This is an optimization exercise on Yosys and OpenROAD, whose aim is small area and a short achievable clock period, not a production implementation.
RTL that was checked went through simulation tests only; none was proved equivalent to the original.
Power figures rest on the tool's default switching activity, not on a simulated workload.

## Compressor
module Compressor(CLK_8,RESET,Pixel,OB,SCLK);
input wire RESET,CLK_8;
input wire [7:0] Pixel;
output wire OB,SCLK;
function [15:0] f_add(input [15:0] a, input [15:0] b, input ci);
    integer i;
    reg c;
    begin
        c = ci;
        for (i = 0; i < 16; i = i + 1) begin
            f_add[i] = a[i] ^ b[i] ^ c;
            c = (a[i] & b[i]) | (c & (a[i] ^ b[i]));
        end
    end
endfunction
function [15:0] f_inc(input [15:0] a, input ci);
    integer i;
    reg c;
    begin
        c = ci;
        for (i = 0; i < 16; i = i + 1) begin
            f_inc[i] = a[i] ^ c;
            c = a[i] & c;
        end
    end
endfunction
reg [2:0] ph;
reg e0, e7;
wire [2:0] ph_inc;
assign ph_inc = f_inc(ph, 1'b1);
always @(posedge CLK_8)
    if (RESET) begin ph <= 3'd0; e0 <= 1'b1; e7 <= 1'b0; end
    else begin ph <= ph_inc; e0 <= (ph == 3'd7); e7 <= (ph == 3'd6); end
reg [8:0] rsum, rdif;
reg [1:0] turn;
reg [3:0] Cnt;
wire clip_c = (rsum < 9'd75) | (rsum > 9'd435)
            | (~rdif[8] & (rdif[7:0] > 8'd180))
            | ( rdif[8] & (rdif[7:0] < 8'd76));
wire nf_c = (rsum == 9'd0);
wire fp_c = (rsum == 9'd75) & (rdif == 9'd75);
wire tp_c = (rsum == 9'd77) & (rdif == 9'd77);
wire c0 = (Cnt == 4'd0), c1 = (Cnt == 4'd1), c2 = (Cnt == 4'd2), c3 = (Cnt == 4'd3);
wire c6 = (Cnt == 4'd6), c7 = (Cnt == 4'd7), c8 = (Cnt == 4'd8), c9 = (Cnt == 4'd9);
wire vss_c = (~tp_c | c6) & (c0 | c3 | c6 | c7 | c8 | c9);
wire v1_c = c1 | c2 | c7 | c8;
wire v2_c = c7 | c8;
wire uv_c = ~clip_c & (turn != 2'b00);
wire f_clip = clip_c;
wire f_vc   = vss_c & ~clip_c;
wire f_nf   = nf_c;
wire f_x1   = uv_c;
wire f_d1   = uv_c & v1_c & ~fp_c;
wire f_x2   = uv_c & v1_c;
wire f_d2   = uv_c & v2_c & ~tp_c;
wire [7:0] rs_inc2;
wire [8:0] rs_inc, rd_inc;
wire [3:0] cnt_inc;
  ...
Settings: LEC_CHECK=0, CAP_MARGIN=20, CORE_MARGIN=2, CORE_UTILIZATION=60, CTS_BUF_LIST=sky130_fd_sc_hd__clkbuf_16, CTS_CLUSTER_DIAMETER=100, CTS_CLUSTER_SIZE=30, SLEW_MARGIN=20; clock period 16.0 ns.
standard.sh (not shown) runs the stock make flow with config.mk's settings and CLKGATE_MAP_FILE= SYNTH_SCRIPT=/design/flow/synth_recipe.tcl, a recipe that flattens the netlist after the stock synthesis.
==> flow/flow/run.sh <==
#!/bin/bash
export BUFFER_PORTS_ARGS="-buffer_cell sky130_fd_sc_hd__buf_2"
export SETUP_SLACK_MARGIN=11.9
export CTS_ARGS="-sink_clustering_enable -repair_clock_nets -sink_clustering_size 30 -sink_clustering_max_diameter 100 -buf_list sky130_fd_sc_hd__clkbuf_16 -dont_use_dummy_load"
bash standard.sh > standard.log 2>&1
==> next run, changes <==
--- a/flow/design.v
+++ b/flow/design.v
@@ -23,18 +23,19 @@
             f_inc[i] = a[i] ^ c;
             c = a[i] & c;
         end
     end
 endfunction
 reg [2:0] ph;
-reg e0, e7;
 wire [2:0] ph_inc;
 assign ph_inc = f_inc(ph, 1'b1);
 always @(posedge CLK_8)
-    if (RESET) begin ph <= 3'd0; e0 <= 1'b1; e7 <= 1'b0; end
-    else begin ph <= ph_inc; e0 <= (ph == 3'd7); e7 <= (ph == 3'd6); end
+    if (RESET) ph <= 3'd0;
+    else       ph <= ph_inc;
+wire e0 = (ph == 3'd0);
+wire e7 = (ph == 3'd7);
 reg [8:0] rsum, rdif;
 reg [1:0] turn;
 reg [3:0] Cnt;
 wire clip_c = (rsum < 9'd75) | (rsum > 9'd435)
             | (~rdif[8] & (rdif[7:0] > 8'd180))
             | ( rdif[8] & (rdif[7:0] < 8'd76));
@@ -58,21 +59,15 @@
 wire [8:0] rs_inc, rd_inc;
 wire [3:0] cnt_inc;
 assign rs_inc = f_inc(rsum, 1'b1);
 assign rs_inc2 = f_inc(rsum[8:1], 1'b1);      
 assign rd_inc = f_inc(rdif, 1'b1);
 assign cnt_inc = f_inc(Cnt, 1'b1);
-reg rst_q;
-always @(posedge CLK_8) rst_q <= RESET;
-always @(posedge CLK_8)
-    if (rst_q) begin
-        if (RESET) begin
-            rsum <= 9'd509; rdif <= 9'h1ff; turn <= 2'b10; Cnt <= 4'd0;
-        end else begin
-            rsum <= 9'd510; rdif <= 9'h000; turn <= 2'b00; Cnt <= 4'd0;
-        end
+always @(posedge CLK_8)
+    if (RESET) begin
+        rsum <= 9'd509; rdif <= 9'h1ff; turn <= 2'b10; Cnt <= 4'd0;
     end else if (e0) begin
         if (turn == 2'b10) begin
             turn <= 2'b00;
             if (rdif == ~rs_inc) begin
                 if (rsum == 9'd510) begin           
                     rsum <= 9'd0; rdif <= 9'd0;
@@ -111,20 +106,18 @@
 reg  [5:0] P1;                          
 always @(posedge CLK_8) if (e0) P1 <= uvq;
 wire [8:0] yt;
 assign yt = f_add({1'b0,rR}, {1'b0,rB}, 1'b0);
 reg  [8:0] Ya;
 always @(posedge CLK_8) Ya <= yt;
-wire [8:0] yu;
-assign yu = f_add({1'b0,rG}, {1'b0,Ya[8:1]}, 1'b0);
+wire [8:0] g8 = {f_inc({3'b000,rG[7:3]}, 1'b1), rG[2:0]};
+wire [9:0] yu;
+assign yu = f_add({1'b0,g8}, {2'b0,Ya[8:1]}, 1'b0);
 reg  [5:0] Yb;                          
-always @(posedge CLK_8) Yb <= yu[8:3];
-wire [5:0] yr;
-assign yr = f_inc({1'b0,Yb[5:1]}, Yb[0]);
-reg  [4:0] P1y;
-always @(posedge CLK_8) P1y <= yr[5] ? 5'd31 : yr[4:0];
+always @(posedge CLK_8) Yb <= yu[9:4];
+wire [4:0] P1y = Yb[5] ? 5'd31 : Yb[4:0];
 reg [5:0] cX1, cX2, oX1, oX2;
 reg [6:0] cDp, oDp;
 reg [6:0] cY1, cY2, oY1, oY2;
 reg [7:0] cEp, oEp;
 wire swap = e0 & (turn != 2'b00);
 wire [6:0] l1a_s, l1a_c, l1d;
@@ -200,21 +193,22 @@
         12'b00000000001?: leadA = 4'd1;
         default:          leadA = 4'd0;
     endcase
 wire [1:0] leadN = N_in[2] ? 2'd3 : N_in[1] ? 2'd2 : N_in[0] ? 2'd1 : 2'd0;
 wire [3:0] kdiff;
 assign kdiff = f_add(leadA, {2'b11,~leadN}, 1'b1);
-reg [3:0] Ka;
-always @(posedge CLK_8) Ka <= kdiff;
-wire [5:0] shN = {2'b00,N_in,1'b0} << Ka[1:0];
+wire gt0 = ac0[5:0] > {2'b00,N_in,1'b0};
+wire gt1 = ac0[5:0] > {1'b0,N_in,2'b00};
+wire gt2 = ac0[5:0] > {N_in,3'b000};
+wire gtk = (kdiff[1:0] == 2'd0) ? gt0 : (kdiff[1:0] == 2'd1) ? gt1 : gt2;
 reg [1:0] Kb;
 always @(posedge CLK_8)
-    if (Ka[3])                           Kb <= 2'b00;
-    else if (Ka[2] | (Ka[1:0] == 2'b11)) Kb <= 2'b11;
-    else if (ac0[5:0] > shN)             Kb <= Ka[1:0] + 2'b01;
-    else                                 Kb <= Ka[1:0];
+    if (kdiff[3])                              Kb <= 2'b00;
+    else if (kdiff[2] | (kdiff[1:0] == 2'b11)) Kb <= 2'b11;
+    else if (gtk)                              Kb <= kdiff[1:0] + 2'b01;
+    else                                       Kb <= kdiff[1:0];
 wire [8:0]  quo = P6 >> Kb;
 reg  [2:0]  rem;
 always @(*)
     case (Kb)
         2'd0: rem = 3'b000;
         2'd1: rem = {2'b00,P6[0]};
@@ -261,20 +255,20 @@
         if (f_vc & (turn == 2'b00)) NY <= n7 ? 3'b011 : ny_inc;
         if (f_vc & (turn == 2'b10)) NU <= n7 ? 3'b011 : nu_inc;
     end
 reg [39:0] fifo;
 reg [5:0]  sreg;    
 reg        nz;      
-wire push = e0 & f_vc & ~rst_q;
+wire push = e0 & f_vc;
 wire [39:0] shifted = {24'b0,P7cw} << sreg;
 wire [5:0] s_add;
 assign s_add = f_add(sreg, push ? {2'b00,P7lm1} : {6{sreg != 6'd0}}, 1'b0);
 always @(posedge CLK_8) begin
     fifo <= {1'b0,fifo[39:1]} | shifted;
-    if (RESET | rst_q) nz <= 1'b0;
+    if (RESET)         nz <= 1'b0;
     else               nz <= push | (sreg != 6'd0);
-    if (rst_q)         sreg <= 6'd0;
+    if (RESET)         sreg <= 6'd0;
     else               sreg <= s_add;
 end
 assign OB = fifo[0];
 assign SCLK = nz;
 endmodule
The changed run produced a clean layout.
Sequential share of layout area decreases by 1.2 points.
Via count came out higher by 0.64%.
Non-clock buffer count goes down by 12.
Critical path depth stays the same.
Power is higher by 4.2%.
Combinational power came out higher by about 9%.
Synthesized area is lower by 1.6%.
Die area went down by 1.5%.
Sequential power went up by about 4%.
Utilization falls by 1.1 points.
Setup slack gains 0.028 ns.
Hold slack gets better by 0.0047 ns.
Sequential cell count came out lower by 12.

* * *

job 2709:
Compressor, a different RTL version from the one above (not shown whole).
Size: about 1,400 cells after synthesis, roughly 360 flip-flops, ~12 I/O pins, about 17,000 um2 of cells after synthesis.
## Compressor
module Compressor(CLK_8,RESET,Pixel,OB,SCLK);
input wire RESET,CLK_8;
input wire [7:0] Pixel;
output wire OB,SCLK;
function [15:0] f_add(input [15:0] a, input [15:0] b, input ci);
    integer i;
    reg c;
    begin
        c = ci;
        for (i = 0; i < 16; i = i + 1) begin
            f_add[i] = a[i] ^ b[i] ^ c;
            c = (a[i] & b[i]) | (c & (a[i] ^ b[i]));
        end
    end
endfunction
function [15:0] f_inc(input [15:0] a, input ci);
    integer i;
    reg c;
    begin
        c = ci;
        for (i = 0; i < 16; i = i + 1) begin
            f_inc[i] = a[i] ^ c;
            c = a[i] & c;
        end
    end
endfunction
reg [2:0] ph;
wire [2:0] ph_inc;
assign ph_inc = f_inc(ph, 1'b1);
always @(posedge CLK_8)
    if (RESET) ph <= 3'd0;
    else       ph <= ph_inc;
wire e0 = (ph == 3'd0);
wire e7 = (ph == 3'd7);
reg [8:0] rsum, rdif;
reg [1:0] turn;
reg [3:0] Cnt;
wire clip_c = (rsum < 9'd75) | (rsum > 9'd435)
            | (~rdif[8] & (rdif[7:0] > 8'd180))
            | ( rdif[8] & (rdif[7:0] < 8'd76));
wire nf_c = (rsum == 9'd0);
wire fp_c = (rsum == 9'd75) & (rdif == 9'd75);
wire tp_c = (rsum == 9'd77) & (rdif == 9'd77);
wire c0 = (Cnt == 4'd0), c1 = (Cnt == 4'd1), c2 = (Cnt == 4'd2), c3 = (Cnt == 4'd3);
wire c6 = (Cnt == 4'd6), c7 = (Cnt == 4'd7), c8 = (Cnt == 4'd8), c9 = (Cnt == 4'd9);
wire vss_c = (~tp_c | c6) & (c0 | c3 | c6 | c7 | c8 | c9);
wire v1_c = c1 | c2 | c7 | c8;
wire v2_c = c7 | c8;
wire uv_c = ~clip_c & (turn != 2'b00);
wire f_clip = clip_c;
wire f_vc   = vss_c & ~clip_c;
wire f_nf   = nf_c;
wire f_x1   = uv_c;
wire f_d1   = uv_c & v1_c & ~fp_c;
wire f_x2   = uv_c & v1_c;
wire f_d2   = uv_c & v2_c & ~tp_c;
wire [7:0] rs_inc2;
wire [8:0] rs_inc, rd_inc;
wire [3:0] cnt_inc;
assign rs_inc = f_inc(rsum, 1'b1);
assign rs_inc2 = f_inc(rsum[8:1], 1'b1);      
assign rd_inc = f_inc(rdif, 1'b1);
assign cnt_inc = f_inc(Cnt, 1'b1);
  ...
Settings: LEC_CHECK=0, CAP_MARGIN=20, CORE_MARGIN=2, CORE_UTILIZATION=60, CTS_BUF_LIST=sky130_fd_sc_hd__clkbuf_16, CTS_CLUSTER_DIAMETER=100, CTS_CLUSTER_SIZE=30, SLEW_MARGIN=20; clock period 16.0 ns.
==> flow/flow/run.sh <==
#!/bin/bash
export BUFFER_PORTS_ARGS="-buffer_cell sky130_fd_sc_hd__buf_2"
export SETUP_SLACK_MARGIN=11.9
bash standard.sh > standard.log 2>&1
Input changes introduced in job 7573 (baseline for comparison: job 2709):
-- flow/design.v --
<<< job 2709, line 27
endfunction
reg [2:0] ph;
wire [2:0] ph_inc;
assign ph_inc = f_inc(ph, 1'b1);
always @(posedge CLK_8)
    if (RESET) ph <= 3'd0;
    else       ph <= ph_inc;
wire e0 = (ph == 3'd0);
wire e7 = (ph == 3'd7);
reg [8:0] rsum, rdif;
reg [1:0] turn;
>>> job 7573, line 27
endfunction
reg [2:0] ph;
reg e0, e7;
wire [2:0] ph_inc;
assign ph_inc = f_inc(ph, 1'b1);
always @(posedge CLK_8)
    if (RESET) begin ph <= 3'd0; e0 <= 1'b1; e7 <= 1'b0; end
    else begin ph <= ph_inc; e0 <= (ph == 3'd7); e7 <= (ph == 3'd6); end
reg [8:0] rsum, rdif;
reg [1:0] turn;
<<< job 2709, line 63
assign rd_inc = f_inc(rdif, 1'b1);
assign cnt_inc = f_inc(Cnt, 1'b1);
always @(posedge CLK_8)
    if (RESET) begin
        rsum <= 9'd509; rdif <= 9'h1ff; turn <= 2'b10; Cnt <= 4'd0;
    end else if (e0) begin
        if (turn == 2'b10) begin
>>> job 7573, line 62
assign rd_inc = f_inc(rdif, 1'b1);
assign cnt_inc = f_inc(Cnt, 1'b1);
reg rst_q;
always @(posedge CLK_8) rst_q <= RESET;
always @(posedge CLK_8)
    if (rst_q) begin
        if (RESET) begin
            rsum <= 9'd509; rdif <= 9'h1ff; turn <= 2'b10; Cnt <= 4'd0;
        end else begin
            rsum <= 9'd510; rdif <= 9'h000; turn <= 2'b00; Cnt <= 4'd0;
        end
    end else if (e0) begin
        if (turn == 2'b10) begin
<<< job 2709, line 260
reg [5:0]  sreg;    
reg        nz;      
wire push = e0 & f_vc;
wire [39:0] shifted = {24'b0,P7cw} << sreg;
wire [5:0] s_add;
>>> job 7573, line 265
reg [5:0]  sreg;    
reg        nz;      
wire push = e0 & f_vc & ~rst_q;
wire [39:0] shifted = {24'b0,P7cw} << sreg;
wire [5:0] s_add;
<<< job 2709, line 266
always @(posedge CLK_8) begin
    fifo <= {1'b0,fifo[39:1]} | shifted;
    if (RESET)         nz <= 1'b0;
    else               nz <= push | (sreg != 6'd0);
    if (RESET)         sreg <= 6'd0;
    else               sreg <= s_add;
end
>>> job 7573, line 271
always @(posedge CLK_8) begin
    fifo <= {1'b0,fifo[39:1]} | shifted;
    if (RESET | rst_q) nz <= 1'b0;
    else               nz <= push | (sreg != 6'd0);
    if (rst_q)         sreg <= 6'd0;
    else               sreg <= s_add;
end
Results
Taking job 2709 as the reference, in job 7573 total number of vias decreased 72, fraction of area in registers rose by 0.53 points, combinational power decreased about 20%, global-route usage saw a decrease, non-clock buffer count increased 7.
Growth of design area from synthesis to finish: job 2709 vs job 7573 — no meaningful difference
Any difference in portion of the clock cycle consumed by the worst path in the final layout between job 7573 and job 2709 is small enough to ignore.
Sequential cell count of the final layout (job 7573 vs. job 2709) increases slightly
Job 7573: worst setup slack 22 ps above job 2709
Final cell utilization of the core for job 7573 is higher than for job 2709.

* * *

Starting RTL as in the previous note.
export LEC_CHECK = 0
export CAP_MARGIN = 20
export CORE_MARGIN = 2
export CORE_UTILIZATION = 60
export CTS_BUF_LIST = sky130_fd_sc_hd__clkbuf_16
export CTS_CLUSTER_DIAMETER = 100
export CTS_CLUSTER_SIZE = 30
export SLEW_MARGIN = 20
create_clock -name core_clock -period 16.0 [get_ports {CLK_8}]
==> flow/flow/run.sh <==
#!/bin/bash
export BUFFER_PORTS_ARGS="-buffer_cell sky130_fd_sc_hd__buf_2"
export SETUP_SLACK_MARGIN=11.9
export CTS_ARGS="-sink_clustering_enable -repair_clock_nets -sink_clustering_size 30 -sink_clustering_max_diameter 100 -buf_list sky130_fd_sc_hd__clkbuf_16 -dont_use_dummy_load"
bash standard.sh > standard.log 2>&1
The baseline passed the timing, DRC and antenna checks.
Edit:
--- a/flow/design.v
+++ b/flow/design.v
@@ -90,40 +90,37 @@
 end
 wire clr = e0 & f_nf;               
 wire [7:0] dx = (turn == 2'b00) ? rR : rG;
 wire [7:0] dy = (turn == 2'b00) ? rG : rB;
 wire [5:0] ddlo;
 assign ddlo = f_add({1'b0,dx[4:0]}, {1'b0,~dy[4:0]}, 1'b1);
 reg  [3:0] Dlo;                         
 always @(posedge CLK_8) Dlo <= {ddlo[5], ddlo[4:2]};
 wire [4:0] ddhi;
 assign ddhi = f_add({2'b00,dx[7:5]}, {2'b11,~dy[7:5]}, Dlo[3]);
-reg  [3:0] Dhi;                         
-always @(posedge CLK_8) Dhi <= ddhi[3:0];
+wire [3:0] Dhi = ddhi[3:0];             
 wire [6:0] Q = {Dhi, Dlo[2:0]};         
 wire [6:0] uvr;                         
 assign uvr = f_inc({Q[6],Q[6:1]}, Q[0]);
 wire [5:0] uvq = (uvr == 7'd32) ? 6'd31 : uvr[5:0];
 reg  [5:0] P1;                          
 always @(posedge CLK_8) if (e0) P1 <= uvq;
 wire [8:0] yt;
 assign yt = f_add({1'b0,rR}, {1'b0,rB}, 1'b0);
 reg  [8:0] Ya;
 always @(posedge CLK_8) Ya <= yt;
-wire [8:0] yu;
-assign yu = f_add({1'b0,rG}, {1'b0,Ya[8:1]}, 1'b0);
+wire [8:0] g8 = {f_inc({3'b000,rG[7:3]}, 1'b1), rG[2:0]};
+wire [9:0] yu;
+assign yu = f_add({1'b0,g8}, {2'b0,Ya[8:1]}, 1'b0);
 reg  [5:0] Yb;                          
-always @(posedge CLK_8) Yb <= yu[8:3];
-wire [5:0] yr;
-assign yr = f_inc({1'b0,Yb[5:1]}, Yb[0]);
-reg  [4:0] P1y;
-always @(posedge CLK_8) P1y <= yr[5] ? 5'd31 : yr[4:0];
+always @(posedge CLK_8) Yb <= yu[9:4];
+wire [4:0] P1y = Yb[5] ? 5'd31 : Yb[4:0];
 reg [5:0] cX1, cX2, oX1, oX2;
 reg [6:0] cDp, oDp;
 reg [6:0] cY1, cY2, oY1, oY2;
 reg [7:0] cEp, oEp;
 wire swap = e0 & (turn != 2'b00);
 wire [6:0] l1a_s, l1a_c, l1d;
 assign l1a_s = ({cX1[5],cX1}) ^ (~{P1[5],P1[5],P1[5:1]}) ^ (~{cX2[5],cX2[5],cX2[5:1]});
 assign l1a_c = (({cX1[5],cX1}) & (~{P1[5],P1[5],P1[5:1]})) | ((~{cX2[5],cX2[5],cX2[5:1]}) & (({cX1[5],cX1}) ^ (~{P1[5],P1[5],P1[5:1]})));
 assign l1d = f_add(l1a_s, {l1a_c[5:0], ~(P1[0] & cX2[0])}, 1'b1);
 reg  [6:0] P2;
@@ -191,29 +188,30 @@
         12'b0000001?????: leadA = 4'd5;
         12'b00000001????: leadA = 4'd4;
         12'b000000001???: leadA = 4'd3;
         12'b0000000001??: leadA = 4'd2;
         12'b00000000001?: leadA = 4'd1;
         default:          leadA = 4'd0;
     endcase
 wire [1:0] leadN = N_in[2] ? 2'd3 : N_in[1] ? 2'd2 : N_in[0] ? 2'd1 : 2'd0;
 wire [3:0] kdiff;
 assign kdiff = f_add(leadA, {2'b11,~leadN}, 1'b1);
-reg [3:0] Ka;
-always @(posedge CLK_8) Ka <= kdiff;
-wire [5:0] shN = {2'b00,N_in,1'b0} << Ka[1:0];
+wire gt0 = ac0[5:0] > {2'b00,N_in,1'b0};
+wire gt1 = ac0[5:0] > {1'b0,N_in,2'b00};
+wire gt2 = ac0[5:0] > {N_in,3'b000};
+wire gtk = (kdiff[1:0] == 2'd0) ? gt0 : (kdiff[1:0] == 2'd1) ? gt1 : gt2;
 reg [1:0] Kb;
 always @(posedge CLK_8)
-    if (Ka[3])                           Kb <= 2'b00;
-    else if (Ka[2] | (Ka[1:0] == 2'b11)) Kb <= 2'b11;
-    else if (ac0[5:0] > shN)             Kb <= Ka[1:0] + 2'b01;
-    else                                 Kb <= Ka[1:0];
+    if (kdiff[3])                              Kb <= 2'b00;
+    else if (kdiff[2] | (kdiff[1:0] == 2'b11)) Kb <= 2'b11;
+    else if (gtk)                              Kb <= kdiff[1:0] + 2'b01;
+    else                                       Kb <= kdiff[1:0];
 wire [8:0]  quo = P6 >> Kb;
 reg  [2:0]  rem;
 always @(*)
     case (Kb)
         2'd0: rem = 3'b000;
         2'd1: rem = {2'b00,P6[0]};
         2'd2: rem = {1'b0,P6[1:0]};
         default: rem = P6[2:0];
     endcase
 wire        esc = (quo[8:3] != 6'd0) | (quo[2:0] == 3'd7);
Register-to-register slack gets better by 0.08 ns; routed wire length decreases by 5.2%; count of clock-buffer cells in the layout decreases by 1; fmax increases by 1.3%; combinational power decreases by about 6%; non-clock buffer count increases by 1; design area decreases by 0.59%; hold slack stays flat; sequential cell count decreases by 13; area after synthesis decreases by 0.34%; sequential share of layout area decreases by 1.2 points; via count decreases by 1.4%; worst setup slack gets better by 0.052 ns.
Only the layout flow was run in the second run of this note; the RTL was not checked for function there.

## re-timing with driven ports
Ports are ideal in the flow. The routed layouts listed here were re-timed in OpenROAD. Step 1, drivers: a clkbuf_16 drives CLK_8 and a buf_2 each remaining input, both assumed. Step 2 times the ports against the registers' clock, not the clock port: input delays grow and output delays shrink by t, the midpoint of the rising clock arrivals with the driver on. Slacks: ideal / step 1 / step 2; pairs: ideal / step 1.
run | shift t [ns] | setup slack, ns | clock arrival spread, ns | worst register clock-pin slew, ns
the first run of note 1 | 0.552 | 11.829 / 11.778 / 11.810 | 0.045 / 0.045 | 0.12 / 0.12
the second run of note 1 | 0.544 | 11.857 / 11.808 / 11.700 | 0.025 / 0.024 | 0.11 / 0.11
job 2709 | 0.564 | 11.791 / 11.739 / 11.629 | 0.037 / 0.037 | 0.12 / 0.12
job 7573 | 0.571 | 11.813 / 11.761 / 11.823 | 0.018 / 0.017 | 0.11 / 0.11
the first run of note 3 | 0.536 | 11.797 / 11.745 / 11.613 | 0.073 / 0.073 | 0.12 / 0.12
the second run of note 3 | 0.540 | 11.849 / 11.801 / 11.679 | 0.022 / 0.023 | 0.12 / 0.12
After both steps setup and hold are still met in every run listed. For the first run of note 3, which loses most, drivers alone change the setup slack by -0.052 ns; drivers and shift together by -0.184 ns.
